Background: an optimization exercise with open tools, aiming at small area. Do not read the settings as production practice.
Where RTL was checked, it was by simulation tests only, not by an equivalence proof against the original.
Only the layout flow was run in runs 2 to 6; the RTL was not checked for function there.
Power and IR drop assume default switching activity.

## run.sh

```bash
#!/bin/bash
# synth_recipe.tcl (not shown) runs the flow's synth.tcl, then flattens the netlist and writes it again
# the make line also repeats each setting of config.mk as NAME=value (left out here)
make -C /OpenROAD-flow-scripts/flow DESIGN_CONFIG=/design/flow/config.mk WORK_HOME=/design/flow/orfs CLKGATE_MAP_FILE= SYNTH_SCRIPT=/design/flow/synth_recipe.tcl finish
```

## config.mk

```make
export PLATFORM = sky130hd
export DESIGN_NAME = VGAanimatedObject
export DESIGN_NICKNAME = VGAanimatedObject
export VERILOG_FILES = /design/flow/design.v
export SDC_FILE = /design/flow/constraint.sdc
export NUM_CORES = 4
export LEC_CHECK = 0
export CAP_MARGIN = 20
export CORE_MARGIN = 2
export CORE_UTILIZATION = 40
export SLEW_MARGIN = 20
```

## constraint.sdc

```tcl
create_clock -name core_clock -period 10.0 [get_ports {clk}]
set_input_delay 2.0000 -clock core_clock [delete_from_list [all_inputs] [get_ports {clk}]]
set_output_delay 2.0000 -clock core_clock [all_outputs]
set_load 0.01 [all_outputs]
```

## design.v

```verilog
module vgaSync (clk, rst, hsync, vsync, video_on, pixel_x, pixel_y,
                x_step, x_wrap, y_step, y_wrap);
input         clk, rst;
output        hsync, vsync, video_on;
output  [9:0] pixel_x, pixel_y;
output        x_step;    
output        x_wrap;    
output        y_step;    
output        y_wrap;    
reg    [11:0] t;
reg     [9:0] v;
reg           h_sync, v_sync;
wire    [9:0] h = t[11:2];
wire          t_end = t[11] & t[10] & (&t[6:0]);    
wire          v_end = v[9] & v[3] & v[2];            
reg    [11:0] t_inc;
reg     [9:0] v_inc;
reg           c;
integer       i;
always @(*) begin
  c = 1'b1;
  for (i = 0; i < 12; i = i + 1) begin
    t_inc[i] = t[i] ^ c;
    c = t[i] & c;
  end
  c = 1'b1;
  for (i = 0; i < 10; i = i + 1) begin
    v_inc[i] = v[i] ^ c;
    c = v[i] & c;
  end
end
always @(posedge clk) begin
  if (rst) begin
    t <= 12'd3;
    v <= 10'd0;
    h_sync <= 1'b0;
    v_sync <= 1'b0;
  end else begin
    t <= t_end ? 12'd0 : t_inc;
    if (t_end)
      v <= v_end ? 10'd0 : v_inc;
    h_sync <= h[9] & h[7] & (h[6] | h[5] | h[4]) & ~(h[6] & h[5] & h[4]);  
    v_sync <= v[9] & ~v[3] & ~v[2] & (v[1] ^ v[0]);                        
  end
end
assign hsync = h_sync;
assign vsync = v_sync;
assign video_on = ~(h[9] & (h[8] | h[7])) & ~(v[9] | (&v[8:5]));   
assign pixel_x = h;
assign pixel_y = v;
assign x_step = &t[2:0];
assign x_wrap = t_end;
assign y_step = t_end & v[0];
assign y_wrap = t_end & v_end;
endmodule
module pixelGeneration (clk, rst, switch, pixel_x, pixel_y, push,
                        x_step, x_wrap, y_step, y_wrap, video_on, rgb);
input               clk, rst, switch;
input       [9:  0] pixel_x, pixel_y;
input               x_step, x_wrap, y_step, y_wrap;
input               video_on;
input       [3:  0] push;
output      [2:  0] rgb;
localparam [16:0] R0 = 17'h00000;
localparam [16:0] R_LAST = 17'h0f4f8;
reg  [16:0] r;
reg  [2:0]  q;
reg         s;
wire        r_end = (r == R_LAST);
wire        ge_mid = switch ? q[2] : (|q);                                    
wire        ge_max = switch ? (&q & r_end) : (q[2] | q[1] | (q[0] & r_end));  
wire        slow_en = ~rst & ~s & ge_mid;
wire        r_clr = rst | ge_max | r_end;
wire [2:0]  q_inc = {q[2] ^ (q[1] & q[0]), q[1] ^ q[0], ~q[0]};
always @(posedge clk) begin
  r <= r_clr ? R0 : {~r[15:0], r[16] ^ r[13]};
  if (rst | ge_max)
    q <= 3'd0;
  else if (r_end)
    q <= q_inc;
  s <= ~rst & ge_mid;
end
reg  [3:0]  push_q1;
reg         mv_y, mv_x, mv_dec;
wire [3:0]  d_next = push & push_q1;
always @(posedge clk) begin
  if (rst) begin
    push_q1 <= 4'd0;
    mv_y <= 1'b0;
    mv_x <= 1'b0;
    mv_dec <= 1'b0;
  end else if (slow_en) begin
    push_q1 <= push;
    mv_y <= d_next[0] | d_next[3];
    mv_x <= d_next[2] | d_next[1];
    mv_dec <= ~d_next[0] & (d_next[3] | d_next[2]);
  end
end
reg  [8:0]  rx, ry;
wire        move_y = slow_en & mv_y;
wire        move_x = slow_en & ~mv_y & mv_x;
wire [8:0]  kx = step_const(x_wrap, x_step, move_x, mv_dec, 9'd113);
wire [8:0]  ky = step_const(y_wrap, y_step, move_y, mv_dec, 9'd250);
function [8:0] step_const;
  input       wrap, step, mv, dec;
  input [8:0] wk;
  begin
    casez ({wrap, step, mv, dec})
      4'b1?0?: step_const = wk;
      4'b1?11: step_const = wk + 9'd5;
      4'b1?10: step_const = wk - 9'd5;
      4'b010?: step_const = 9'd1;
      4'b0111: step_const = 9'd6;
      4'b0110: step_const = 9'd508;
      4'b001?: step_const = dec ? 9'd5 : 9'd507;
      default: step_const = 9'd0;
    endcase
  end
endfunction
reg  [8:0]  rx_sum, ry_sum;
reg         cx, cy;
integer     i;
always @(*) begin
  cx = 1'b0;
  cy = 1'b0;
  for (i = 0; i < 9; i = i + 1) begin
    rx_sum[i] = rx[i] ^ kx[i] ^ cx;
    cx = (rx[i] & kx[i]) | ((rx[i] ^ kx[i]) & cx);
    ry_sum[i] = ry[i] ^ ky[i] ^ cy;
    cy = (ry[i] & ky[i]) | ((ry[i] ^ ky[i]) & cy);
  end
end
always @(posedge clk) begin
  if (rst) begin
    rx <= 9'd352;    
    ry <= 9'd402;    
  end else begin
    rx <= rx_sum;
    ry <= ry_sum;
  end
end
function le5;
  input [4:0] a, b;
  integer j;
  reg l;
  begin
    l = 1'b1;
    for (j = 0; j < 5; j = j + 1)
      l = (~a[j] & b[j]) | (~(a[j] ^ b[j]) & l);
    le5 = l;
  end
endfunction
wire        x_on = (rx[8:5] == 4'd0) & ~(rx[4] & (rx[3] | rx[2])) & ((|rx[4:0]) | pixel_x[0]) &
                   ((|pixel_x[9:6]) | le5(rx[4:0], pixel_x[5:1]));
wire        y_on = (ry[8:5] == 4'd0) & ~(ry[4] & (ry[3] | ry[2])) & ((|ry[4:0]) | pixel_y[0]) &
                   ((|pixel_y[9:6]) | le5(ry[4:0], pixel_y[5:1]));
wire        square_on = x_on & y_on;
assign rgb = {1'b0, video_on & square_on, video_on & ~square_on};
endmodule
module VGAanimatedObject (clk, rst, switch, push, hsync, vsync, rgb);
input         clk, rst;
input         switch;
input   [3:0] push;
output        hsync, vsync;
output  [2:0] rgb;
wire          video_on;
wire    [9:0] pixel_x, pixel_y;
wire          x_step, x_wrap, y_step, y_wrap;
vgaSync vgaSync(
  .clk(clk),
  .rst(rst),
  .hsync(hsync),
  .vsync(vsync),
  .video_on(video_on),
  .pixel_x(pixel_x),
  .pixel_y(pixel_y),
  .x_step(x_step),
  .x_wrap(x_wrap),
  .y_step(y_step),
  .y_wrap(y_wrap)
);
pixelGeneration pixelGeneration(
  .clk(clk),
  .rst(rst),
  .push(push),
  .switch(switch),
  .pixel_x(pixel_x),
  .pixel_y(pixel_y),
  .x_step(x_step),
  .x_wrap(x_wrap),
  .y_step(y_step),
  .y_wrap(y_wrap),
  .video_on(video_on),
  .rgb(rgb)
);
endmodule
```

==> flow_metrics.env, run 1 <==
export IMPL_final_setup_worst_slack_ns=3.16
export IMPL_hold_bufs_at_cts=0
export IMPL_post_cts_resized_instances=0
export IMPL_grt_pass1_wl_um=10400
export IMPL_tritoncts="done"
export IMPL_cts_root_buf="sky130_fd_sc_hd__clkbuf_8"
export IMPL_clockBufferDepth=2
export IMPL_drt_iter0_drc=58
export IMPL_setup_repair_after_global_routing_missed_its_margin="no"
export IMPL_worst_slew_pin_slew_ns=0.672
export IMPL_crit_path_end_kind="flip-flop"
export IMPL_grt_overflow_total=0
export IMPL_timing_max_slew_rel_slack_pct=55.2
export IMPL_dr_total_vias=2416
export IMPL_placementRows=33
export IMPL_drt_wirelength_per_cell_um=13.3
export IMPL_synth_seq_area_share_pct=41.2
export IMPL_min_delay_path_class="reg -> reg"
export IMPL_grt_max_degree=36
export IMPL_place_congestion=0.770
export IMPL_clock_fmax_mhz=146
export IMPL_antenna_cells_inserted=0
export IMPL_cts_inserted_buffers=9
export IMPL_layout_drive_gt1_share_pct=8.73
export IMPL_ioPinCount=12
export IMPL_syn_instance_count=344
export IMPL_path_class="in -> reg"
export IMPL_dp_hpwl_um=4380
export IMPL_synth_area_leader_cell="sky130_fd_sc_hd__dfxtp_1"
export IMPL_most_frequently_used_cell_type_in_the_post_synthesis_netlist="sky130_fd_sc_hd__dfxtp_1"
export IMPL_status="finished clean"
export IMPL_maxSlewViolCount=0
export IMPL_vias_in_the_first_global_route=2263
export IMPL_path_max_fanout=10
export IMPL_pre_cts_ws_ns=2.75
export IMPL_clk_pin_slew_ns=0.08
export IMPL_design_final_nets=402
export IMPL_start_util_pct=41.4
export IMPL_cp_start_kind="input port"
export IMPL_synthDominantCellAreaShare_pct=41.2
export IMPL_post_synth_most_frequent_cells="sky130_fd_sc_hd__dfxtp_1 (70), sky130_fd_sc_hd__nor2_1 (40), sky130_fd_sc_hd__ha_1 (31)"
export IMPL_synthDistinctLibCells=50
export IMPL_final_instance_count_excl_fill=460
export IMPL_power_per_cell_area_nw_per_um2=146
export IMPL_numPortBuffers=10
export IMPL_report_final_setup_viol=0
export IMPL_synthesis_area_per_instance_um2=9.89
export IMPL_ys_warn_count=2
export IMPL_global_route_usage_total_pct=14.7
export IMPL_timing_setup_tns_ns=0
export IMPL_area_growth_syn_to_layout_pct=10.8
export IMPL_syn_area_um2=3400
export IMPL_wl_um=6120
export IMPL_final_period_minus_worst_setup_slack_ns=6.84
export IMPL_synthesized_nets=396
export IMPL_initial_antenna_violation_count=0
export IMPL_synth_ff_type="sky130_fd_sc_hd__dfxtp_1"
export IMPL_drc=0
export IMPL_dr_pass1_iters=4
export IMPL_worst_clock_skew_ns=0.0100
export IMPL_worst_skew_pair_late_latency_ns=0.34
export IMPL_htree_levels=3
export IMPL_arrival_ns=7.07
export IMPL_synth_async_sr_flop_share_pct=0
export IMPL_coreArea_um2=8220
export IMPL_drtAntennaViolNets=0
export IMPL_chipHeight_um=96.2
export IMPL_cts_num_sinks=70
export IMPL_timing_hold_ws_ns=0.402
export IMPL_vias_per_cell=5.25
export IMPL_place_inst=443
export IMPL_post_synth_main_area_contributors="sky130_fd_sc_hd__dfxtp_1 (41%), sky130_fd_sc_hd__ha_1 (11%), sky130_fd_sc_hd__fa_1 (8.2%), sky130_fd_sc_hd__nor2_1 (4.4%), sky130_fd_sc_hd__a21oi_1 (2.4%)"
export IMPL_maxCapViolations=0
export IMPL_fp_dieW_um=96.2
export IMPL_power_static_leakage_nw=1.63
export IMPL_post_cts_repair_setup_buffers=0
export IMPL_crit_required_ns=10.23
export IMPL_report_final_hold_viol_count=0
export IMPL_design_die_area_um2=9260
export IMPL_number_of_flops_mapped_to_enable_cells_by_yosys=0
export IMPL_period_share_pct=68.4
export IMPL_postSynthRegisterBits=70
export IMPL_vdd_ir_drop_worst_v=0.000101
==> power breakdown <==
part	switching (mW)	total [mW]	internal, mW
logic	0.0117	0.0221	0.0104
clock network	0.117	0.236	0.119
registers	0.00492	0.292	0.287
==> cell usage in the layout, fill, tap and decap left out, types with 9 or more instances in the layout <==
cell type / count
sky130_fd_sc_hd__ha_1: 31
sky130_fd_sc_hd__nand2_1: 15
sky130_fd_sc_hd__and3_1: 11
sky130_fd_sc_hd__o21ai_0: 12
sky130_fd_sc_hd__inv_1: 15
sky130_fd_sc_hd__clkbuf_8: 9
sky130_fd_sc_hd__fa_1: 14
sky130_fd_sc_hd__clkdlybuf4s50_1: 10
sky130_fd_sc_hd__nor2_1: 40
sky130_fd_sc_hd__nor2b_1: 11
sky130_fd_sc_hd__a21oi_1: 16
sky130_fd_sc_hd__dfxtp_1: 70
==> cell families (layout without fill, tap and decap cells) <==
logic type,Yosys count,in the layout,synth area share [%]
AOI/OAI and AO/OA,54,54,9.97
xor gates and xnor gates,9,9,2.32
adders and majority gates,45,45,19.6
buffers and inverters,32,43,4.08
DFF,70,70,41.2
muxes,2,2,0.588
other,1,1,0.110
and+or+nand+nor,131,131,22.1
==> path summary, 6_finish.rpt <==
| kind | slack, ns | to | start | cells past startpoint |
|---|---|---|---|---|
| worst max-delay path | 3.16 | pixelGeneration.rx[8] | switch | 18 |
| worst min-delay path | 0.40 | pixelGeneration.r[10] | pixelGeneration.r[9] | 1 |
| worst max register to register | 4.54 | pixelGeneration.ry[8] | vgaSync.t[0] | 16 |
| worst min register to register | 0.40 | pixelGeneration.r[10] | pixelGeneration.r[9] | 1 |
==> area by class of cell <==
type / count / area [um2]
clock inverter: 7 / 80.1
sequential: 70 / 1400
inverter: 15 / 56.3
fill: 776 / 4450
tap: 105 / 131
clock buffer: 9 / 124
timing repair buffer: 12 / 115
multi-input combinational: 242 / 1860
==> registers in the layout, summed over array words and instances (netlist names) <==
register,flops
pixelGeneration.q,3
vgaSync.v,10
pixelGeneration.mv_y,1
pixelGeneration.mv_x,1
pixelGeneration.push_q1,4
pixelGeneration.mv_dec,1
vgaSync.h_sync,1
pixelGeneration.ry,9
vgaSync.t,12
pixelGeneration.s,1
pixelGeneration.rx,9
vgaSync.v_sync,1
pixelGeneration.r,17
==> through the flow <==
stage,cell area [um2],util [%],total power [mW]
floorplan,3400,-,0.312
global placement,3560,43.3,0.320
detailed placement,3560,43.3,0.320
CTS,3760,45.8,0.558
global route,3770,45.9,0.574
finish,3770,45.9,0.550
==> layer usage <==
layer | vias up | GRT usage [%] | wire length [um]
met4 | 0 | 6.07 | 72
li1 | 1224 | - | -
met1 | 1159 | 19.5 | 3100
met2 | 27 | 22.7 | 2790
met5 | - | 0 | 0
met3 | 6 | 3.99 | 167
==> worst max-delay path, stage by stage <==
cell and delay, ns:
sky130_fd_sc_hd__clkdlybuf4s50_1 0.45, sky130_fd_sc_hd__o21ba_1 0.31, sky130_fd_sc_hd__nor3_2 0.47, sky130_fd_sc_hd__and3b_1 0.31
sky130_fd_sc_hd__xor2_1 0.09, sky130_fd_sc_hd__ha_1 0.21, sky130_fd_sc_hd__inv_1 0.07, sky130_fd_sc_hd__fa_1 0.17
sky130_fd_sc_hd__inv_1 0.05, sky130_fd_sc_hd__fa_1 0.41, sky130_fd_sc_hd__fa_1 0.42, sky130_fd_sc_hd__fa_1 0.42
sky130_fd_sc_hd__fa_1 0.42, sky130_fd_sc_hd__fa_1 0.42, sky130_fd_sc_hd__fa_1 0.41, sky130_fd_sc_hd__xor2_1 0.16
sky130_fd_sc_hd__a211oi_1 0.20, sky130_fd_sc_hd__a21oi_1 0.06
==> run 2, diff against run 1 <==
--- a/design.v
+++ b/design.v
@@ -100,22 +100,6 @@
 wire        move_y = slow_en & mv_y;
 wire        move_x = slow_en & ~mv_y & mv_x;
-wire [8:0]  kx = step_const(x_wrap, x_step, move_x, mv_dec, 9'd113);
-wire [8:0]  ky = step_const(y_wrap, y_step, move_y, mv_dec, 9'd250);
-function [8:0] step_const;
-  input       wrap, step, mv, dec;
-  input [8:0] wk;
-  begin
-    casez ({wrap, step, mv, dec})
-      4'b1?0?: step_const = wk;
-      4'b1?11: step_const = wk + 9'd5;
-      4'b1?10: step_const = wk - 9'd5;
-      4'b010?: step_const = 9'd1;
-      4'b0111: step_const = 9'd6;
-      4'b0110: step_const = 9'd508;
-      4'b001?: step_const = dec ? 9'd5 : 9'd507;
-      default: step_const = 9'd0;
-    endcase
-  end
-endfunction
+wire [8:0]  kx = (x_wrap ? 9'd113 : x_step ? 9'd1 : 9'd0) + (move_x ? (mv_dec ? 9'd5 : 9'd507) : 9'd0);
+wire [8:0]  ky = (y_wrap ? 9'd250 : y_step ? 9'd1 : 9'd0) + (move_y ? (mv_dec ? 9'd5 : 9'd507) : 9'd0);
 reg  [8:0]  rx_sum, ry_sum;
 reg         cx, cy;
==> flow_metrics.env, run 2 <==
export IMPL_status="finished clean"
export IMPL_synth_simple_gate_area_share_pct=20.9
export IMPL_dr_pass1_iters=4
export IMPL_chipHeight_um=98.1
export IMPL_ys_warn_count=2
export IMPL_synth_seq_area_share_pct=39.6
export IMPL_vias_per_cell=5.10
export IMPL_synth_area_leader_cell="sky130_fd_sc_hd__dfxtp_1"
export IMPL_path_max_fanout=14
export IMPL_area_growth_syn_to_layout_pct=11.1
export IMPL_number_of_flops_mapped_to_enable_cells_by_yosys=0
export IMPL_cts_root_buf="sky130_fd_sc_hd__clkbuf_8"
export IMPL_maxSlewViolCount=0
export IMPL_vdd_ir_drop_worst_v=0.0000932
export IMPL_wl_um=6340
export IMPL_worst_slew_pin_slew_ns=0.840
export IMPL_period_share_pct=76.9
export IMPL_clock_power_share_pct=42.1
export IMPL_synthesized_nets=413
export IMPL_grt_overflow_total=0
export IMPL_syn_area_um2=3540
export IMPL_postSynthRegisterBits=70
export IMPL_antenna_cells_inserted=0
export IMPL_post_synth_main_area_contributors="sky130_fd_sc_hd__dfxtp_1 (40%), sky130_fd_sc_hd__ha_1 (13%), sky130_fd_sc_hd__fa_1 (9.6%), sky130_fd_sc_hd__nor2_1 (4.9%), sky130_fd_sc_hd__inv_1 (3.0%)"
export IMPL_synth_adder_area_share_pct=22.3
export IMPL_grt_pass1_wl_um=11500
export IMPL_min_delay_path_class="reg -> reg"
export IMPL_main_combinational_cell_family_by_area_after_synthesis="adder cells"
export IMPL_timing_setup_tns_ns=0
export IMPL_synth_async_sr_flop_share_pct=0
export IMPL_dr_total_vias=2438
export IMPL_grt_max_degree=37
export IMPL_internal_power_uw=397
export IMPL_power_frac_seq_pct=53.6
export IMPL_drc=0
export IMPL_fp_dieW_um=98.1
export IMPL_tritoncts="done"
export IMPL_initial_antenna_violation_count=0
export IMPL_worstRegToRegCells=18
export IMPL_post_synth_most_frequent_cells="sky130_fd_sc_hd__dfxtp_1 (70), sky130_fd_sc_hd__nor2_1 (46), sky130_fd_sc_hd__ha_1 (36)"
export IMPL_cp_start_kind="input port"
export IMPL_clk_pin_slew_ns=0.09
export IMPL_start_util_pct=41.0
export IMPL_timing_hold_ws_ns=0.407
export IMPL_arrival_ns=7.94
export IMPL_vias_in_the_first_global_route=2467
export IMPL_worst_clock_skew_ns=0.00918
export IMPL_timing_max_slew_rel_slack_pct=43.5
export IMPL_post_cts_repair_setup_buffers=0
export IMPL_synth_ff_type="sky130_fd_sc_hd__dfxtp_1"
export IMPL_final_period_minus_worst_setup_slack_ns=7.69
export IMPL_net_switching_power_uw=147
export IMPL_drt_wirelength_per_cell_um=13.3
export IMPL_fin_util_pct=45.5
export IMPL_ioPinCount=12
export IMPL_report_final_hold_viol_count=0
export IMPL_switching_share_pct=27.0
export IMPL_path_class="in -> reg"
export IMPL_drtAntennaViolNets=0
export IMPL_worst_skew_pair_late_latency_ns=0.35
export IMPL_drt_iter0_drc=60
export IMPL_synth_xor_area_share_pct=3.61
export IMPL_clock_fmax_mhz=130
export IMPL_holdPathStages=1
export IMPL_setup_repair_after_global_routing_missed_its_margin="no"
export IMPL_power_combinational_fraction_pct=4.2
export IMPL_synth_compound_area_share_pct=8.70
export IMPL_place_congestion=0.766
export IMPL_layout_commonest_cell="sky130_fd_sc_hd__dfxtp_1"
export IMPL_mostFrequentLayoutCells="sky130_fd_sc_hd__dfxtp_1 (70), sky130_fd_sc_hd__nor2_1 (46), sky130_fd_sc_hd__ha_1 (36)"
export IMPL_largest_register_ff_count=17
export IMPL_cts_num_sinks=70
export IMPL_synthDistinctLibCells=54
export IMPL_muxShareOfSynthArea_pct=0.566
export IMPL_power_static_leakage_nw=1.61
export IMPL_crit_path_end_kind="flip-flop"
export IMPL_layout_top_registers="pixelGeneration.r: 17 flops, vgaSync.t: 12 flops, vgaSync.v: 10 flops"
export IMPL_coreArea_um2=8640
export IMPL_global_route_usage_total_pct=14.7
export IMPL_layout_drive_gt1_share_pct=7.03
export IMPL_numPortBuffers=10
export IMPL_power_per_cell_area_nw_per_um2=138
export IMPL_post_cts_resized_instances=0
export IMPL_clockBufferDepth=2
export IMPL_htree_levels=3
export IMPL_dp_hpwl_um=4710
export IMPL_max_flop_register="pixelGeneration.r"
export IMPL_cts_inserted_buffers=9
export IMPL_design_final_nets=425
export IMPL_hold_bufs_at_cts=0
export IMPL_maxCapViolations=0
export IMPL_crit_required_ns=10.25
export IMPL_most_frequently_used_cell_type_in_the_post_synthesis_netlist="sky130_fd_sc_hd__dfxtp_1"
export IMPL_syn_instance_count=353
export IMPL_report_final_setup_viol=0
export IMPL_placementRows=34
export IMPL_synthDominantCellAreaShare_pct=39.6
export IMPL_synthesis_area_per_instance_um2=10.0
export IMPL_design_die_area_um2=9620
-- run 2: cell count changes in the layout (fill, tap and decap cells not counted), sizes merged, moves of 5 or more --
cell    delta
nor2b      -8
inv       +16
nand2b    +12
or2        -8
nand2      -8
nor2       +7
and3       -9
ha         +5
and2      +10
-- run 2: path summary, 6_finish.rpt --
check | startpoint | to | slack [ns]
min | pixelGeneration.r[11] | pixelGeneration.r[12] | 0.41
max reg2reg | vgaSync.t[0] | pixelGeneration.ry[8] | 3.57
max | rst | pixelGeneration.ry[8] | 2.31
min reg2reg | pixelGeneration.r[11] | pixelGeneration.r[12] | 0.41
-- run 2: worst max-delay path, stage by stage --
cell	delay [ns]
sky130_fd_sc_hd__clkdlybuf4s50_1	0.64
sky130_fd_sc_hd__nor3_2	0.73
sky130_fd_sc_hd__and2_2	0.28
sky130_fd_sc_hd__ha_1	0.17
sky130_fd_sc_hd__inv_1	0.07
sky130_fd_sc_hd__fa_1	0.47
sky130_fd_sc_hd__fa_1	0.47
sky130_fd_sc_hd__fa_1	0.43
sky130_fd_sc_hd__fa_1	0.43
sky130_fd_sc_hd__fa_1	0.42
sky130_fd_sc_hd__fa_1	0.44
sky130_fd_sc_hd__fa_1	0.43
sky130_fd_sc_hd__fa_1	0.42
sky130_fd_sc_hd__xor2_1	0.16
sky130_fd_sc_hd__xnor2_1	0.17
sky130_fd_sc_hd__xnor2_1	0.14
sky130_fd_sc_hd__nand2b_1	0.06
-- run 2: per-stage QoR --
step	worst slack (ns)	area (um2)	std cells	power [mW]
2_1_floorplan	2.89	3540	353	0.312
3_3_place_gp	2.05	3740	462	0.321
3_5_place_dp	1.89	3740	462	0.322
4_1_cts	2.26	3930	478	0.552
5_1_grt	1.91	3930	478	0.570
6_report	2.31	3930	478	0.544
-- run 2: power groups by stage --
stage	combinational, mW	clock (mW)	sequential (mW)
6_report	0.0230	0.229	0.292
2_1_floorplan	0.0157	0	0.297
4_1_cts	0.0237	0.237	0.292
3_3_place_gp	0.0228	0	0.298
3_5_place_dp	0.0235	0	0.298
5_1_grt	0.0266	0.251	0.293
-- run 2: logic make-up (layout without fill, tap and decap cells) --
logic type / Yosys count / count (layout)
flops: 70 / 70
simple gates: 127 / 127
mux: 2 / 2
other cells: 1 / 1
compound gates: 49 / 49
buf+inv: 38 / 55
xor+xnor: 13 / 13
fa+ha+maj: 53 / 53
-- run 2: per-layer routing --
metal  routed length, um  track usage (%)  up-vias
met3                 201             4.01        5
met5                   0                0        -
met4                  51             5.56        0
met1                3090             19.5     1170
li1                    -                -     1234
met2                2990             23.2       29
-- run 2: cell type report --
cell class	instances	area [um2]
clock inverter	7	71.3
timing repair buffer	11	108
clock buffer	9	124
fill	834	4700
tap	108	135
inverter	28	105
multi-input combinational	245	1990
sequential	70	1400
==> run 3, diff against run 2 <==
--- a/design.v
+++ b/design.v
@@ -24,5 +24,5 @@
     c = t[i] & c;
   end
-  c = 1'b1;
+  c = t_end;
   for (i = 0; i < 10; i = i + 1) begin
     v_inc[i] = v[i] ^ c;
@@ -30,4 +30,5 @@
   end
 end
+wire          v_clr = t_end & v_end;
 always @(posedge clk) begin
   if (rst) begin
@@ -37,7 +38,6 @@
     v_sync <= 1'b0;
   end else begin
-    t <= t_end ? 12'd0 : t_inc;
-    if (t_end)
-      v <= v_end ? 10'd0 : v_inc;
+    t <= {t_inc[11:10] & {2{~t_end}}, t_inc[9:8], t_inc[7] & ~t_end, t_inc[6:0]};
+    v <= {v_inc[9] & ~v_clr, v_inc[8:4], v_inc[3:2] & {2{~v_clr}}, v_inc[1], v_inc[0] & ~v_clr};
     h_sync <= h[9] & h[7] & (h[6] | h[5] | h[4]) & ~(h[6] & h[5] & h[4]);  
     v_sync <= v[9] & ~v[3] & ~v[2] & (v[1] ^ v[0]);                        
@@ -72,11 +72,9 @@
 wire        slow_en = ~rst & ~s & ge_mid;
 wire        r_clr = rst | ge_max | r_end;
-wire [2:0]  q_inc = {q[2] ^ (q[1] & q[0]), q[1] ^ q[0], ~q[0]};
+wire        q_clr = rst | ge_max;
+wire [2:0]  q_inc = {q[2] ^ (q[1] & q[0] & r_end), q[1] ^ (q[0] & r_end), q[0] ^ r_end};
 always @(posedge clk) begin
-  r <= r_clr ? R0 : {~r[15:0], r[16] ^ r[13]};
-  if (rst | ge_max)
-    q <= 3'd0;
-  else if (r_end)
-    q <= q_inc;
+  r <= {~(r[15:0] | {16{r_clr}}), (r[16] ^ r[13]) & ~r_clr};    
+  q <= q_inc & {3{~q_clr}};
   s <= ~rst & ge_mid;
 end
@@ -100,6 +98,22 @@
 wire        move_y = slow_en & mv_y;
 wire        move_x = slow_en & ~mv_y & mv_x;
-wire [8:0]  kx = (x_wrap ? 9'd113 : x_step ? 9'd1 : 9'd0) + (move_x ? (mv_dec ? 9'd5 : 9'd507) : 9'd0);
-wire [8:0]  ky = (y_wrap ? 9'd250 : y_step ? 9'd1 : 9'd0) + (move_y ? (mv_dec ? 9'd5 : 9'd507) : 9'd0);
+wire [8:0]  kx = step_const(x_wrap, x_step, move_x, mv_dec, 9'd113);
+wire [8:0]  ky = step_const(y_wrap, y_step, move_y, mv_dec, 9'd250);
+function [8:0] step_const;
+  input       wrap, step, mv, dec;
+  input [8:0] wk;
+  begin
+    casez ({wrap, step, mv, dec})
+      4'b1?0?: step_const = wk;
+      4'b1?11: step_const = wk + 9'd5;
+      4'b1?10: step_const = wk - 9'd5;
+      4'b010?: step_const = 9'd1;
+      4'b0111: step_const = 9'd6;
+      4'b0110: step_const = 9'd508;
+      4'b001?: step_const = dec ? 9'd5 : 9'd507;
+      default: step_const = 9'd0;
+    endcase
+  end
+endfunction
 reg  [8:0]  rx_sum, ry_sum;
 reg         cx, cy;
==> flow/run.sh (new file) <==
#!/bin/bash
# Standard ORFS layout (standard.sh), with plain buf_1 port buffers and a clock
# tree without dummy loads.
set -euo pipefail
bash standard.sh \
  "BUFFER_PORTS_ARGS=-buffer_cell sky130_fd_sc_hd__buf_1" \
  "CTS_ARGS=-sink_clustering_enable -repair_clock_nets -dont_use_dummy_load" \
  finish > make_finish.log 2>&1
==> standard.sh (new file) <==
#!/bin/bash
# synth_recipe.tcl (not shown) runs the flow's synth.tcl, then flattens the netlist and writes it again
# the make line also repeats each setting of config.mk as NAME=value (left out here)
make -C /OpenROAD-flow-scripts/flow DESIGN_CONFIG=/design/flow/config.mk WORK_HOME=/design/flow/orfs CLKGATE_MAP_FILE= SYNTH_SCRIPT=/design/flow/synth_recipe.tcl "${@:-finish}"
removed: run.sh
==> flow_metrics.env, run 3 <==
export IMPL_vias_per_cell=5.02
export IMPL_global_route_usage_total_pct=14.6
export IMPL_dr_total_vias=2189
export IMPL_dp_hpwl_um=4250
export IMPL_clk_pin_slew_ns=0.07
export IMPL_finish_instance_area_um2=3550
export IMPL_path_buf_inv=4
export IMPL_place_inst=427
export IMPL_timing_setup_tns_ns=0
export IMPL_largest_register_ff_count=17
export IMPL_path_class="in -> reg"
export IMPL_dpl_cell_area_um2=3430
export IMPL_final_instance_count_excl_fill=436
export IMPL_place_congestion=0.766
export IMPL_synthDistinctLibCells=56
export IMPL_ys_warn_count=2
export IMPL_vias_in_the_first_global_route=2208
export IMPL_hold_path_startpoint="vgaSync.t[0]"
export IMPL_most_frequently_used_cell_type_in_the_post_synthesis_netlist="sky130_fd_sc_hd__dfxtp_1"
export IMPL_vdd_ir_drop_worst_v=0.0000908
export IMPL_grt_pass1_wl_um=10200
export IMPL_htree_levels=3
export IMPL_synthesis_area_per_instance_um2=10.2
export IMPL_cp_startpoint="rst"
export IMPL_num_fill_cells=803
export IMPL_pre_cts_ws_ns=2.75
export IMPL_synth_async_sr_flop_share_pct=0
export IMPL_arrival_ns=7.09
export IMPL_wl_um=5700
export IMPL_drc=0
export IMPL_post_cts_resized_instances=0
export IMPL_postSynthRegisterBits=70
export IMPL_post_cts_repair_setup_buffers=0
export IMPL_number_of_flops_mapped_to_enable_cells_by_yosys=0
export IMPL_design_final_nets=384
export IMPL_numPortBuffers=10
export IMPL_layout_drive_gt1_share_pct=7.25
export IMPL_timing_hold_ws_ns=0.400
export IMPL_critPathMaxStageDelay_ns=0.72
export IMPL_crit_path_cell_trace="clkbuf_2 > buf_4 > a211oi_2 > nand3_1 > xnor2_1 > ha_1 > inv_1 > fa_1 > inv_1 > fa_1 > fa_1 > fa_1 > fa_1 > fa_1 > fa_1 > xnor2_1 > nand2_1 > mux2_4"
export IMPL_worst_skew_pair_late_latency_ns=0.34
export IMPL_final_setup_worst_slack_ns=3.13
export IMPL_dr_pass1_iters=4
export IMPL_setup_repair_after_global_routing_missed_its_margin="no"
export IMPL_initial_antenna_violation_count=0
export IMPL_synth_seq_area_share_pct=42.5
export IMPL_drt_wirelength_per_cell_um=13.1
export IMPL_maxSlewViolCount=0
export IMPL_worst_slew_pin_slew_ns=0.918
export IMPL_cts_inserted_buffers=9
export IMPL_post_synth_most_frequent_cells="sky130_fd_sc_hd__dfxtp_1 (70), sky130_fd_sc_hd__nor2_1 (31), sky130_fd_sc_hd__ha_1 (30)"
export IMPL_maxCapViolations=0
export IMPL_crit_slowest_cell="sky130_fd_sc_hd__a211oi_2"
export IMPL_holdPathStages=1
export IMPL_synth_ff_type="sky130_fd_sc_hd__dfxtp_1"
export IMPL_overall_power_consumption_uw=486
export IMPL_power_per_cell_area_nw_per_um2=137
export IMPL_status="finished clean"
export IMPL_chipHeight_um=94.8
export IMPL_layout_commonest_cell="sky130_fd_sc_hd__dfxtp_1"
export IMPL_cts_num_sinks=70
export IMPL_worst_clock_skew_ns=0.0188
export IMPL_grt_max_degree=41
export IMPL_area_growth_syn_to_layout_pct=7.75
export IMPL_rr_startpoint="pixelGeneration.q[1]"
export IMPL_max_flop_register="pixelGeneration.r"
export IMPL_path_max_fanout=40
export IMPL_area_of_the_multi_input_gates_um2=1780
export IMPL_post_synth_main_area_contributors="sky130_fd_sc_hd__dfxtp_1 (43%), sky130_fd_sc_hd__ha_1 (11%), sky130_fd_sc_hd__fa_1 (8.5%), sky130_fd_sc_hd__nor2b_1 (4.4%), sky130_fd_sc_hd__nor2_1 (3.5%)"
export IMPL_cts_root_buf="sky130_fd_sc_hd__clkbuf_8"
export IMPL_synth_area_leader_cell="sky130_fd_sc_hd__dfxtp_1"
export IMPL_cp_start_kind="input port"
export IMPL_hold_bufs_at_cts=0
export IMPL_clock_fmax_mhz=146
export IMPL_synthesized_nets=373
export IMPL_worstRegToRegCells=17
export IMPL_drt_iter0_drc=29
export IMPL_syn_area_um2=3300
export IMPL_cpMostUsedCell="sky130_fd_sc_hd__fa_1"
export IMPL_clockBufferDepth=2
export IMPL_syn_instance_count=322
export IMPL_power_static_leakage_nw=1.52
export IMPL_mostFrequentLayoutCells="sky130_fd_sc_hd__dfxtp_1 (70), sky130_fd_sc_hd__nor2_1 (31), sky130_fd_sc_hd__ha_1 (30)"
export IMPL_fp_dieW_um=94.8
export IMPL_antenna_cells_inserted=0
export IMPL_tritoncts="done"
export IMPL_reg2reg_setup_slack_ns=4.57
export IMPL_synthDominantCellAreaShare_pct=42.5
export IMPL_final_period_minus_worst_setup_slack_ns=6.87
export IMPL_crit_family="adder cells"
export IMPL_regToRegEndpoint="pixelGeneration.rx[8]"
export IMPL_layout_top_registers="pixelGeneration.r: 17 flops, vgaSync.t: 12 flops, vgaSync.v: 10 flops"
export IMPL_grt_overflow_total=0
export IMPL_drtAntennaViolNets=0
export IMPL_period_share_pct=68.7
export IMPL_crit_required_ns=10.23
export IMPL_start_util_pct=40.7
export IMPL_report_final_setup_viol=0
export IMPL_report_final_hold_viol_count=0
export IMPL_ioPinCount=12
export IMPL_coreArea_um2=8090
export IMPL_placementRows=33
export IMPL_endpoint_of_the_worst_hold_timing_path="vgaSync.t[0]"
export IMPL_timing_max_slew_rel_slack_pct=38.4
export IMPL_fin_util_pct=43.9
export IMPL_min_delay_path_class="reg -> reg"
export IMPL_crit_path_end_kind="flip-flop"
export IMPL_design_die_area_um2=8980
export IMPL_seq_area_um2=1400
[run 3: cell types whose count changed in the layout (fill, tap and decap cells not counted), sizes merged, moves of 6 or more]
cell	previous run	this run
ha	36	30
nor2	47	31
and2	11	0
nand2b	13	3
nor2b	3	23
nor4b	8	1
buf	1	10
or2	0	6
clkdlybuf4s50	10	0
nand2	7	16
a21oi	15	5
inv	35	18
[run 3: cells by family after synthesis]
group | count (synthesis) | synth area share [%]
muxes | 5 | 1.71
DFF | 70 | 42.5
xor gates and xnor gates | 12 | 3.19
adders and majority gates | 44 | 19.9
AOI/OAI and AO/OA | 41 | 8.85
other | 1 | 0.114
and+or+nand+nor | 120 | 20.3
buffers and inverters | 29 | 3.45
[run 3: final cells by class]
| class | instances | area share, % |
|---|---|---|
| tap | 105 | 3.70 |
| clock buffer | 9 | 3.49 |
| sequential | 70 | 39.5 |
| timing repair buffer | 11 | 1.30 |
| multi-input combinational | 223 | 50.1 |
| inverter | 18 | 1.90 |
[run 3: metal layers]
metal	track usage [%]	vias to the layer above	wire, um
met1	19.6	1035	2880
li1	-	1123	-
met3	3.19	10	148
met5	0	-	0
met4	6.88	0	122
met2	22.6	21	2550
[run 3: how the worst max path moves through the flow]
stage                                        to  slack [ns]  cells after the start
after floorplan           pixelGeneration.rx[8]        3.53                     17
after global placement    pixelGeneration.rx[8]        2.87                     18
after detailed placement  pixelGeneration.rx[8]        2.75                     18
after CTS                 pixelGeneration.rx[8]        3.11                     18
after global routing      pixelGeneration.rx[8]        2.72                     18
final                     pixelGeneration.rx[8]        3.13                     18
[run 3: worst reg2reg max path, stage by stage, from the launching register on]
cell and delay (ns):
sky130_fd_sc_hd__dfxtp_1 0.42, sky130_fd_sc_hd__o21bai_2 0.15, sky130_fd_sc_hd__a211oi_2 0.71, sky130_fd_sc_hd__nand3_1 0.28
sky130_fd_sc_hd__xnor2_1 0.19, sky130_fd_sc_hd__ha_1 0.21, sky130_fd_sc_hd__inv_1 0.07, sky130_fd_sc_hd__fa_1 0.17
sky130_fd_sc_hd__inv_1 0.05, sky130_fd_sc_hd__fa_1 0.41, sky130_fd_sc_hd__fa_1 0.42, sky130_fd_sc_hd__fa_1 0.42
sky130_fd_sc_hd__fa_1 0.43, sky130_fd_sc_hd__fa_1 0.44, sky130_fd_sc_hd__fa_1 0.42, sky130_fd_sc_hd__xnor2_1 0.18
sky130_fd_sc_hd__nand2_1 0.07, sky130_fd_sc_hd__mux2_4 0.27
[run 3: power breakdown]
part	switching [mW]	internal, mW
combinational	0.0126	0.0101
sequential	0.00561	0.287
clock	0.0902	0.0802
==> run 4, diff against run 3 <==
--- a/config.mk
+++ b/config.mk
@@ -8,4 +8,4 @@
 export CAP_MARGIN = 20
 export CORE_MARGIN = 2
-export CORE_UTILIZATION = 40
+export CORE_UTILIZATION = 70
 export SLEW_MARGIN = 20
==> flow_metrics.env, run 4 <==
export IMPL_status="finished clean"
export IMPL_worst_skew_pair_late_latency_ns=0.33
export IMPL_period_share_pct=71.1
export IMPL_place_inst=373
export IMPL_cp_start_kind="input port"
export IMPL_global_route_usage_total_pct=23.4
export IMPL_ioPinCount=12
export IMPL_power_per_cell_area_nw_per_um2=138
export IMPL_wl_um=5590
export IMPL_synth_seq_area_share_pct=42.5
export IMPL_final_instance_count_excl_fill=382
export IMPL_vdd_ir_drop_worst_v=0.000102
export IMPL_tritoncts="done"
export IMPL_ys_warn_count=2
export IMPL_antenna_cells_inserted=0
export IMPL_area_growth_syn_to_layout_pct=5.50
export IMPL_clockBufferDepth=2
export IMPL_mostFrequentLayoutCells="sky130_fd_sc_hd__dfxtp_1 (70), sky130_fd_sc_hd__nor2_1 (31), sky130_fd_sc_hd__ha_1 (30)"
export IMPL_vias_in_the_first_global_route=2187
export IMPL_report_final_hold_viol_count=0
export IMPL_grt_max_degree=41
export IMPL_initial_antenna_violation_count=0
export IMPL_synth_xor_area_share_pct=3.19
export IMPL_synthDominantCellAreaShare_pct=42.5
export IMPL_place_congestion=0.782
export IMPL_drtAntennaViolNets=0
export IMPL_synth_compound_area_share_pct=8.85
export IMPL_crit_path_end_kind="flip-flop"
export IMPL_syn_instance_count=322
export IMPL_layout_commonest_cell="sky130_fd_sc_hd__dfxtp_1"
export IMPL_timing_hold_ws_ns=0.396
export IMPL_coreArea_um2=4440
export IMPL_post_cts_resized_instances=0
export IMPL_worst_slew_pin_slew_ns=0.904
export IMPL_worst_clock_skew_ns=0.0214
export IMPL_path_max_fanout=40
export IMPL_largest_register_ff_count=17
export IMPL_cts_inserted_buffers=9
export IMPL_hold_path_startpoint="vgaSync.t[0]"
export IMPL_drt_wirelength_per_cell_um=14.6
export IMPL_min_delay_path_class="reg -> reg"
export IMPL_design_die_area_um2=5270
export IMPL_number_of_flops_mapped_to_enable_cells_by_yosys=0
export IMPL_setup_worst_path_end="pixelGeneration.rx[8]"
export IMPL_chipHeight_um=72.6
export IMPL_maxSlewViolCount=0
export IMPL_synth_area_leader_cell="sky130_fd_sc_hd__dfxtp_1"
export IMPL_design_final_nets=383
export IMPL_htree_levels=3
export IMPL_arrival_ns=7.33
export IMPL_placementRows=24
export IMPL_timing_setup_tns_ns=0
export IMPL_dp_hpwl_um=4130
export IMPL_layout_drive_gt1_share_pct=6.97
export IMPL_cts_num_sinks=70
export IMPL_maxCapViolations=0
export IMPL_layout_top_registers="pixelGeneration.r: 17 flops, vgaSync.t: 12 flops, vgaSync.v: 10 flops"
export IMPL_setup_repair_after_global_routing_missed_its_margin="no"
export IMPL_regToRegEndpoint="pixelGeneration.rx[8]"
export IMPL_grt_pass1_wl_um=9520
export IMPL_clk_pin_slew_ns=0.07
export IMPL_worstRegToRegCells=17
export IMPL_hold_bufs_at_cts=0
export IMPL_crit_required_ns=10.22
export IMPL_grt_overflow_total=0
export IMPL_rr_startpoint="pixelGeneration.q[1]"
export IMPL_synth_async_sr_flop_share_pct=0
export IMPL_postSynthRegisterBits=70
export IMPL_dpl_cell_area_um2=3350
export IMPL_path_class="in -> reg"
export IMPL_synth_simple_gate_area_share_pct=20.3
export IMPL_most_frequently_used_cell_type_in_the_post_synthesis_netlist="sky130_fd_sc_hd__dfxtp_1"
export IMPL_dr_pass1_iters=4
export IMPL_cts_root_buf="sky130_fd_sc_hd__clkbuf_8"
export IMPL_max_flop_register="pixelGeneration.r"
export IMPL_main_combinational_cell_family_by_area_after_synthesis="simple AND/OR/NAND/NOR gates"
export IMPL_start_util_pct=74.2
export IMPL_final_period_minus_worst_setup_slack_ns=7.11
export IMPL_synth_ff_type="sky130_fd_sc_hd__dfxtp_1"
export IMPL_power_static_leakage_nw=1.51
export IMPL_syn_area_um2=3300
export IMPL_num_fill_cells=297
export IMPL_cp_startpoint="rst"
export IMPL_post_synth_most_frequent_cells="sky130_fd_sc_hd__dfxtp_1 (70), sky130_fd_sc_hd__nor2_1 (31), sky130_fd_sc_hd__ha_1 (30)"
export IMPL_drt_iter0_drc=78
export IMPL_numPortBuffers=10
export IMPL_synthDistinctLibCells=56
export IMPL_muxShareOfSynthArea_pct=1.71
export IMPL_synthesis_area_per_instance_um2=10.2
export IMPL_vias_per_cell=5.69
export IMPL_timing_max_slew_rel_slack_pct=39.1
export IMPL_clock_fmax_mhz=141
export IMPL_finish_instance_area_um2=3480
export IMPL_synth_adder_area_share_pct=19.9
export IMPL_post_cts_repair_setup_buffers=0
export IMPL_reg2reg_setup_slack_ns=4.59
export IMPL_post_synth_main_area_contributors="sky130_fd_sc_hd__dfxtp_1 (43%), sky130_fd_sc_hd__ha_1 (11%), sky130_fd_sc_hd__fa_1 (8.5%), sky130_fd_sc_hd__nor2b_1 (4.4%), sky130_fd_sc_hd__nor2_1 (3.5%)"
export IMPL_report_final_setup_viol=0
export IMPL_fp_dieW_um=72.6
export IMPL_synthesized_nets=373
export IMPL_dr_total_vias=2172
export IMPL_drc=0
## run 4: power breakdown
part	internal (mW)	switching (mW)	total, mW
sequential	0.287	0.00560	0.293
combinational	0.00981	0.0123	0.0221
clock	0.0801	0.0845	0.165
## run 4: worst min-delay path by stage
stage                              end  slack [ns]  cells after the start
after floorplan           vgaSync.t[0]        0.37                      1
after global placement    vgaSync.t[0]        0.38                      1
after detailed placement  vgaSync.t[0]        0.39                      1
after CTS                 vgaSync.t[0]        0.40                      1
after global routing      vgaSync.t[0]        0.41                      1
final                     vgaSync.t[0]        0.40                      1
## run 4: cell type report
cell class              count  area, um2  area share, %
flip-flops and latches     70       1400           40.3
repair buffers             10       38.8           1.12
well taps                  52       65.1           1.87
clock buffers               9        124           3.56
multi-input cells         223       1780           51.2
inverters                  18       67.6           1.94
## run 4: cell families after synthesis
family | Yosys count
buf+inv | 29
flops | 70
xor+xnor | 12
compound gates | 41
fa+ha+maj | 44
mux | 5
other cells | 1
simple gates | 120
## run 4: routing by layer
layer  vias to the layer above  wire, um  global-route usage (%)
met1                      1011      2650                    29.0
met3                        11       115                    3.73
met4                         0       116                    11.1
met5                         -         0                       0
li1                       1119         -                       -
met2                        31      2710                    40.0
## run 4: metrics by stage
stage	setup WS, ns	total power [mW]	util (%)
5_1_grt	2.45	0.498	78.2
6_report	2.89	0.479	78.2
3_5_place_dp	2.51	0.321	75.5
4_1_cts	2.85	0.484	78.2
3_3_place_gp	2.63	0.320	75.5
2_1_floorplan	3.53	0.315	-
## run 4: critical path: stages
cell and delay [ns]:
sky130_fd_sc_hd__clkbuf_2 0.46, sky130_fd_sc_hd__a211oi_2 0.85, sky130_fd_sc_hd__nand3_1 0.27, sky130_fd_sc_hd__xnor2_1 0.19, sky130_fd_sc_hd__ha_1 0.20, sky130_fd_sc_hd__inv_1 0.07
sky130_fd_sc_hd__fa_1 0.17, sky130_fd_sc_hd__inv_1 0.05, sky130_fd_sc_hd__fa_1 0.41, sky130_fd_sc_hd__fa_1 0.42, sky130_fd_sc_hd__fa_1 0.43, sky130_fd_sc_hd__fa_1 0.43
sky130_fd_sc_hd__fa_1 0.42, sky130_fd_sc_hd__fa_1 0.41, sky130_fd_sc_hd__xnor2_1 0.19, sky130_fd_sc_hd__nand2_1 0.08, sky130_fd_sc_hd__mux2_4 0.27
==> run 5, diff against run 4 <==
--- a/flow/run.sh
+++ b/flow/run.sh
@@ -5,4 +5,4 @@
 bash standard.sh \
   "BUFFER_PORTS_ARGS=-buffer_cell sky130_fd_sc_hd__buf_1" \
-  "CTS_ARGS=-sink_clustering_enable -repair_clock_nets -dont_use_dummy_load" \
+  "CTS_ARGS=-repair_clock_nets -dont_use_dummy_load -root_buf sky130_fd_sc_hd__clkbuf_16 -buf_list sky130_fd_sc_hd__clkbuf_16" \
   finish > make_finish.log 2>&1
--- a/config.mk
+++ b/config.mk
@@ -8,4 +8,4 @@
 export CAP_MARGIN = 20
 export CORE_MARGIN = 2
-export CORE_UTILIZATION = 70
+export CORE_UTILIZATION = 40
 export SLEW_MARGIN = 20
==> flow_metrics.env, run 5 <==
export IMPL_status="finished clean"
export IMPL_chipHeight_um=94.8
export IMPL_power_static_leakage_nw=1.56
export IMPL_syn_area_um2=3300
export IMPL_maxCapViolations=0
export IMPL_synthesized_nets=373
export IMPL_worst_slew_pin_slew_ns=0.916
export IMPL_syn_instance_count=322
export IMPL_post_synth_main_area_contributors="sky130_fd_sc_hd__dfxtp_1 (43%), sky130_fd_sc_hd__ha_1 (11%), sky130_fd_sc_hd__fa_1 (8.5%), sky130_fd_sc_hd__nor2b_1 (4.4%), sky130_fd_sc_hd__nor2_1 (3.5%)"
export IMPL_postSynthRegisterBits=70
export IMPL_synth_seq_area_share_pct=42.5
export IMPL_cpMostUsedCell="sky130_fd_sc_hd__fa_1"
export IMPL_design_final_nets=384
export IMPL_worst_clock_skew_ns=0.0137
export IMPL_drt_wirelength_per_cell_um=13.3
export IMPL_critPathMaxStageDelay_ns=0.72
export IMPL_crit_slowest_cell="sky130_fd_sc_hd__a211oi_2"
export IMPL_internal_power_uw=455
export IMPL_power_combinational_fraction_pct=4.0
export IMPL_post_synth_most_frequent_cells="sky130_fd_sc_hd__dfxtp_1 (70), sky130_fd_sc_hd__nor2_1 (31), sky130_fd_sc_hd__ha_1 (30)"
export IMPL_dr_total_vias=2214
export IMPL_path_class="in -> reg"
export IMPL_place_inst=427
export IMPL_drtAntennaViolNets=0
export IMPL_initial_antenna_violation_count=0
export IMPL_crit_required_ns=10.20
export IMPL_vias_per_cell=5.08
export IMPL_switching_share_pct=20.4
export IMPL_dp_hpwl_um=4250
export IMPL_placementRows=33
export IMPL_post_cts_resized_instances=0
export IMPL_htree_levels=3
export IMPL_arrival_ns=7.14
export IMPL_cts_root_buf="sky130_fd_sc_hd__clkbuf_16"
export IMPL_cts_inserted_buffers=9
export IMPL_power_frac_seq_pct=51.3
export IMPL_crit_path_end_kind="flip-flop"
export IMPL_largest_register_ff_count=17
export IMPL_pre_cts_ws_ns=2.75
export IMPL_ys_warn_count=2
export IMPL_mostFrequentLayoutCells="sky130_fd_sc_hd__dfxtp_1 (70), sky130_fd_sc_hd__nor2_1 (31), sky130_fd_sc_hd__ha_1 (30)"
export IMPL_ioPinCount=12
export IMPL_post_cts_repair_setup_buffers=0
export IMPL_area_growth_syn_to_layout_pct=10.8
export IMPL_clock_power_share_pct=44.7
export IMPL_path_max_fanout=40
export IMPL_timing_setup_tns_ns=0
export IMPL_grt_max_degree=41
export IMPL_worst_skew_pair_late_latency_ns=0.32
export IMPL_cp_start_kind="input port"
export IMPL_antenna_cells_inserted=0
export IMPL_final_setup_worst_slack_ns=3.06
export IMPL_clk_pin_slew_ns=0.05
export IMPL_synthesis_area_per_instance_um2=10.2
export IMPL_numPortBuffers=10
export IMPL_power_per_cell_area_nw_per_um2=157
export IMPL_coreArea_um2=8090
export IMPL_final_instance_count_excl_fill=436
export IMPL_start_util_pct=40.7
export IMPL_layout_top_registers="pixelGeneration.r: 17 flops, vgaSync.t: 12 flops, vgaSync.v: 10 flops"
export IMPL_setup_repair_after_global_routing_missed_its_margin="no"
export IMPL_min_delay_path_class="reg -> reg"
export IMPL_vdd_ir_drop_worst_v=0.0000901
export IMPL_clock_fmax_mhz=144
export IMPL_synthDominantCellAreaShare_pct=42.5
export IMPL_wl_um=5790
export IMPL_cts_num_sinks=70
export IMPL_design_die_area_um2=8980
export IMPL_clockBufferDepth=2
export IMPL_report_final_hold_viol_count=0
export IMPL_crit_path_cell_trace="clkbuf_2 > buf_4 > a211oi_2 > nand3_1 > xnor2_1 > ha_1 > inv_1 > fa_1 > inv_1 > fa_1 > fa_1 > fa_1 > fa_1 > fa_1 > fa_1 > xnor2_1 > nand2_1 > mux2_4"
export IMPL_synthDistinctLibCells=56
export IMPL_grt_overflow_total=0
export IMPL_place_congestion=0.766
export IMPL_tritoncts="done"
export IMPL_most_frequently_used_cell_type_in_the_post_synthesis_netlist="sky130_fd_sc_hd__dfxtp_1"
export IMPL_drc=0
export IMPL_grt_pass1_wl_um=10200
export IMPL_period_share_pct=69.4
export IMPL_maxSlewViolCount=0
export IMPL_dr_pass1_iters=4
export IMPL_number_of_flops_mapped_to_enable_cells_by_yosys=0
export IMPL_vias_in_the_first_global_route=2224
export IMPL_drt_iter0_drc=41
export IMPL_hold_bufs_at_cts=0
export IMPL_synth_ff_type="sky130_fd_sc_hd__dfxtp_1"
export IMPL_layout_commonest_cell="sky130_fd_sc_hd__dfxtp_1"
export IMPL_timing_max_slew_rel_slack_pct=38.5
export IMPL_synth_async_sr_flop_share_pct=0
export IMPL_synth_area_leader_cell="sky130_fd_sc_hd__dfxtp_1"
export IMPL_global_route_usage_total_pct=14.7
export IMPL_final_period_minus_worst_setup_slack_ns=6.94
export IMPL_layout_drive_gt1_share_pct=7.25
export IMPL_net_switching_power_uw=117
export IMPL_fp_dieW_um=94.8
export IMPL_max_flop_register="pixelGeneration.r"
export IMPL_report_final_setup_viol=0
==> run 5: cell counts after synthesis <==
Identical to the previous run, type by type.
==> run 5: cell families after synthesis <==
kind of cell / after synthesis / synth area share, %
adder cells (fa/ha/maj): 44 / 19.9
buffers and inverters: 29 / 3.45
multiplexers: 5 / 1.71
flip-flops: 70 / 42.5
XOR/XNOR: 12 / 3.19
AO/OA/AOI/OAI: 41 / 8.85
AND/OR/NAND/NOR: 120 / 20.3
other: 1 / 0.114
==> run 5: power by group through the flow <==
stage / Sequential [mW] / Clock (mW) / Combinational, mW
after floorplan: 0.297 / 0 / 0.0175
after global placement: 0.299 / 0 / 0.0220
after detailed placement: 0.299 / 0 / 0.0228
after CTS: 0.293 / 0.265 / 0.0229
after global routing: 0.294 / 0.279 / 0.0258
final: 0.293 / 0.256 / 0.0228
==> run 5: worst paths after layout <==
path,start,end,slack (ns),depth (start not counted)
max,rst,pixelGeneration.rx[8],3.06,18
min,vgaSync.t[0],vgaSync.t[0],0.40,1
max reg2reg,pixelGeneration.q[1],pixelGeneration.rx[8],4.53,17
min reg2reg,vgaSync.t[0],vgaSync.t[0],0.40,1
==> run 5: cell type report <==
type	count	area, um2
Tap cell	105	131
Clock buffer	9	225
Sequential cell	70	1400
Inverter	18	67.6
Timing Repair Buffer	11	46.3
Multi-Input combinational cell	223	1780
Fill cell	792	4440
==> run 5: critical path, delay by kind of cell <==
kind                       cells  cell delay (ns)
buffers and inverters          4             0.45
and+or+nand+nor                2             0.36
xor gates and xnor gates       2             0.38
adders and majority gates      8             2.95
AOI/OAI and AO/OA              1             0.72
muxes                          1             0.27
==> run 5: per-layer routing <==
layer	part of all wire (%)	up-vias	GRT usage (%)	routed length [um]
met1	49	1054	19.6	2860
met2	46	29	22.8	2650
met5	0	-	0	0
li1	-	1123	-	-
met4	1.3	0	4.71	74
met3	3.6	8	4.39	209
==> run 5: stage by stage <==
stage               area [um2]  total power [mW]  util, %  hold WS, ns
floorplan                 3300             0.315        -        0.371
CTS                       3650             0.582     45.1        0.402
detailed placement        3430             0.322     42.3        0.390
global route              3650             0.598     45.1        0.417
finish                    3650             0.572     45.1        0.397
global placement          3430             0.321     42.3        0.381
==> run 6, diff against run 5 <==
==> flow/run.sh (replaced) <==
#!/bin/bash
# Standard ORFS layout (standard.sh), with plain buf_1 port buffers and a clock
# tree without dummy loads.
set -euo pipefail
bash standard.sh \
  "BUFFER_PORTS_ARGS=-buffer_cell sky130_fd_sc_hd__buf_1" \
  "CTS_ARGS=-sink_clustering_enable -repair_clock_nets -dont_use_dummy_load -sink_clustering_size 100 -sink_clustering_max_diameter 500 -root_buf sky130_fd_sc_hd__clkbuf_16 -buf_list sky130_fd_sc_hd__clkbuf_16" \
  finish > make_finish.log 2>&1
==> flow_metrics.env, run 6 <==
export IMPL_timing_hold_ws_ns=0.397
export IMPL_syn_area_um2=3300
export IMPL_synthesized_nets=373
export IMPL_timing_setup_tns_ns=0
export IMPL_clock_fmax_mhz=144
export IMPL_clock_power_share_pct=44.7
export IMPL_critPathMaxStageDelay_ns=0.72
export IMPL_min_delay_path_class="reg -> reg"
export IMPL_post_cts_repair_setup_buffers=0
export IMPL_clk_pin_slew_ns=0.05
export IMPL_report_final_hold_viol_count=0
export IMPL_synth_area_leader_cell="sky130_fd_sc_hd__dfxtp_1"
export IMPL_dp_hpwl_um=4250
export IMPL_area_growth_syn_to_layout_pct=10.8
export IMPL_internal_power_uw=455
export IMPL_vias_per_cell=5.08
export IMPL_layout_commonest_cell="sky130_fd_sc_hd__dfxtp_1"
export IMPL_arrival_ns=7.14
export IMPL_crit_path_cell_trace="clkbuf_2 > buf_4 > a211oi_2 > nand3_1 > xnor2_1 > ha_1 > inv_1 > fa_1 > inv_1 > fa_1 > fa_1 > fa_1 > fa_1 > fa_1 > fa_1 > xnor2_1 > nand2_1 > mux2_4"
export IMPL_layout_top_registers="pixelGeneration.r: 17 flops, vgaSync.t: 12 flops, vgaSync.v: 10 flops"
export IMPL_dr_pass1_iters=4
export IMPL_setup_repair_after_global_routing_missed_its_margin="no"
export IMPL_numPortBuffers=10
export IMPL_wl_um=5790
export IMPL_initial_antenna_violation_count=0
export IMPL_path_buf_inv=4
export IMPL_grt_pass1_wl_um=10200
export IMPL_cpMostUsedCell="sky130_fd_sc_hd__fa_1"
export IMPL_place_congestion=0.766
export IMPL_syn_instance_count=322
export IMPL_crit_path_end_kind="flip-flop"
export IMPL_grt_max_degree=41
export IMPL_fin_util_pct=45.1
export IMPL_cts_root_buf="sky130_fd_sc_hd__clkbuf_16"
export IMPL_period_share_pct=69.4
export IMPL_cts_num_sinks=70
export IMPL_power_static_leakage_nw=1.56
export IMPL_synth_ff_type="sky130_fd_sc_hd__dfxtp_1"
export IMPL_worst_skew_pair_late_latency_ns=0.32
export IMPL_synthDistinctLibCells=56
export IMPL_crit_required_ns=10.20
export IMPL_crit_slowest_cell="sky130_fd_sc_hd__a211oi_2"
export IMPL_final_instance_count_excl_fill=436
export IMPL_postSynthRegisterBits=70
export IMPL_drtAntennaViolNets=0
export IMPL_path_class="in -> reg"
export IMPL_htree_levels=3
export IMPL_ys_warn_count=2
export IMPL_grt_overflow_total=0
export IMPL_cts_inserted_buffers=9
export IMPL_global_route_usage_total_pct=14.7
export IMPL_pre_cts_ws_ns=2.75
export IMPL_chipHeight_um=94.8
export IMPL_maxSlewViolCount=0
export IMPL_layout_drive_gt1_share_pct=7.25
export IMPL_power_frac_seq_pct=51.3
export IMPL_post_cts_resized_instances=0
export IMPL_report_final_setup_viol=0
export IMPL_vdd_ir_drop_worst_v=0.0000901
export IMPL_wl_met3_um=209
export IMPL_drc=0
export IMPL_worst_clock_skew_ns=0.0137
export IMPL_antenna_cells_inserted=0
export IMPL_drt_iter0_drc=41
export IMPL_drt_wirelength_per_cell_um=13.3
export IMPL_hold_bufs_at_cts=0
export IMPL_clockBufferDepth=2
export IMPL_place_inst=427
export IMPL_design_die_area_um2=8980
export IMPL_crit_family="adder cells"
export IMPL_net_switching_power_uw=117
export IMPL_start_util_pct=40.7
export IMPL_synth_async_sr_flop_share_pct=0
export IMPL_fp_dieW_um=94.8
export IMPL_maxCapViolations=0
export IMPL_met2RoutedLength_um=2650
export IMPL_max_flop_register="pixelGeneration.r"
export IMPL_mostFrequentLayoutCells="sky130_fd_sc_hd__dfxtp_1 (70), sky130_fd_sc_hd__nor2_1 (31), sky130_fd_sc_hd__ha_1 (30)"
export IMPL_synthesis_area_per_instance_um2=10.2
export IMPL_tritoncts="done"
export IMPL_coreArea_um2=8090
export IMPL_power_per_cell_area_nw_per_um2=157
export IMPL_dr_total_vias=2214
export IMPL_routed_top_layer="met4"
export IMPL_timing_max_slew_rel_slack_pct=38.5
export IMPL_met1_wire_length_um=2860
export IMPL_most_frequently_used_cell_type_in_the_post_synthesis_netlist="sky130_fd_sc_hd__dfxtp_1"
export IMPL_power_combinational_fraction_pct=4.0
export IMPL_synthDominantCellAreaShare_pct=42.5
export IMPL_synth_seq_area_share_pct=42.5
export IMPL_cp_start_kind="input port"
export IMPL_final_period_minus_worst_setup_slack_ns=6.94
export IMPL_status="finished clean"
export IMPL_final_setup_worst_slack_ns=3.06
export IMPL_post_synth_main_area_contributors="sky130_fd_sc_hd__dfxtp_1 (43%), sky130_fd_sc_hd__ha_1 (11%), sky130_fd_sc_hd__fa_1 (8.5%), sky130_fd_sc_hd__nor2b_1 (4.4%), sky130_fd_sc_hd__nor2_1 (3.5%)"
export IMPL_ioPinCount=12
export IMPL_vias_in_the_first_global_route=2224
export IMPL_path_max_fanout=40
export IMPL_worst_slew_pin_slew_ns=0.916
export IMPL_design_final_nets=384
export IMPL_placementRows=33
export IMPL_num_fill_cells=792
export IMPL_post_synth_most_frequent_cells="sky130_fd_sc_hd__dfxtp_1 (70), sky130_fd_sc_hd__nor2_1 (31), sky130_fd_sc_hd__ha_1 (30)"
export IMPL_switching_share_pct=20.4
export IMPL_number_of_flops_mapped_to_enable_cells_by_yosys=0
export IMPL_largest_register_ff_count=17
-- run 6: cells by family after synthesis --
family                     after synthesis  share of synthesized area, %
xor gates and xnor gates                12                          3.19
DFF                                     70                          42.5
AOI/OAI and AO/OA                       41                          8.85
and+or+nand+nor                        120                          20.3
buffers and inverters                   29                          3.45
adders and majority gates               44                          19.9
muxes                                    5                          1.71
other                                    1                         0.114
-- run 6: final timing paths --
| path | depth (start not counted) | start | slack, ns | end |
|---|---|---|---|---|
| worst max-delay path | 18 | rst | 3.06 | pixelGeneration.rx[8] |
| worst min-delay path | 1 | vgaSync.t[0] | 0.40 | vgaSync.t[0] |
| worst max register to register | 17 | pixelGeneration.q[1] | 4.53 | pixelGeneration.rx[8] |
| worst min register to register | 1 | vgaSync.t[0] | 0.40 | vgaSync.t[0] |
-- run 6: metal layers --
| layer | vias up | global-route usage (%) |
|---|---|---|
| met5 | - | 0 |
| met1 | 1054 | 19.6 |
| met4 | 0 | 4.71 |
| met2 | 29 | 22.8 |
| li1 | 1123 | - |
| met3 | 8 | 4.39 |
-- run 6: cell type report --
class	count	area (um2)	share of cell area, %
Multi-Input combinational cell	223	1780	48.7
Sequential cell	70	1400	38.4
Tap cell	105	131	3.60
Clock buffer	9	225	6.17
Inverter	18	67.6	1.85
Timing Repair Buffer	11	46.3	1.27
-- run 6: power groups by stage --
stage / sequential, mW / clock, mW / combinational, mW
6_report: 0.293 / 0.256 / 0.0228
5_1_grt: 0.294 / 0.279 / 0.0258
4_1_cts: 0.293 / 0.265 / 0.0229
3_5_place_dp: 0.299 / 0 / 0.0228
3_3_place_gp: 0.299 / 0 / 0.0220
2_1_floorplan: 0.297 / 0 / 0.0175
-- run 6: per-stage QoR --
| step | power, mW | cell area [um2] |
|---|---|---|
| after floorplan | 0.315 | 3300 |
| after global placement | 0.321 | 3430 |
| after detailed placement | 0.322 | 3430 |
| after CTS | 0.582 | 3650 |
| after global routing | 0.598 | 3650 |
| final | 0.572 | 3650 |

afterwards: timing with drivers on the ports:
How much do the figures lean on ideal ports? The routed layouts below were timed once more, with nothing changed but the port constraints. Step 1: set_driving_cell puts a clkbuf_16 on clk and a buf_2 on each other input, an assumption about the parent block. Step 2 adds t to the input delays and takes it off the output delays; t is the mean of the earliest and latest rising clock arrival at the registers after step 1. Input paths then give back, and output paths get back, about the clock's delay inside the block. a / b / c = ideal ports / drivers / drivers and shift; a / b = the first two.
run	shift t [ns]	setup slack, ns	worst setup path after step 2	worst slew at a driven data input, ns	pins driven straight from the clock port
run 1	0.369	3.158 / 3.169 / 2.800	input to register	0.03	1
run 2	0.377	2.308 / 2.319 / 1.942	input to register	0.03	1
run 3	0.360	3.133 / 3.142 / 2.782	input to register	0.03	1
run 4	0.350	2.892 / 2.899 / 2.549	input to register	0.03	1
run 5	0.348	3.065 / 3.078 / 2.730	input to register	0.03	1
run 6	0.348	3.065 / 3.078 / 2.730	input to register	0.03	1
After both steps setup and hold are still met in every run listed. For run 2, which loses most, drivers alone change the setup slack by +0.011 ns; drivers and shift together by -0.366 ns.
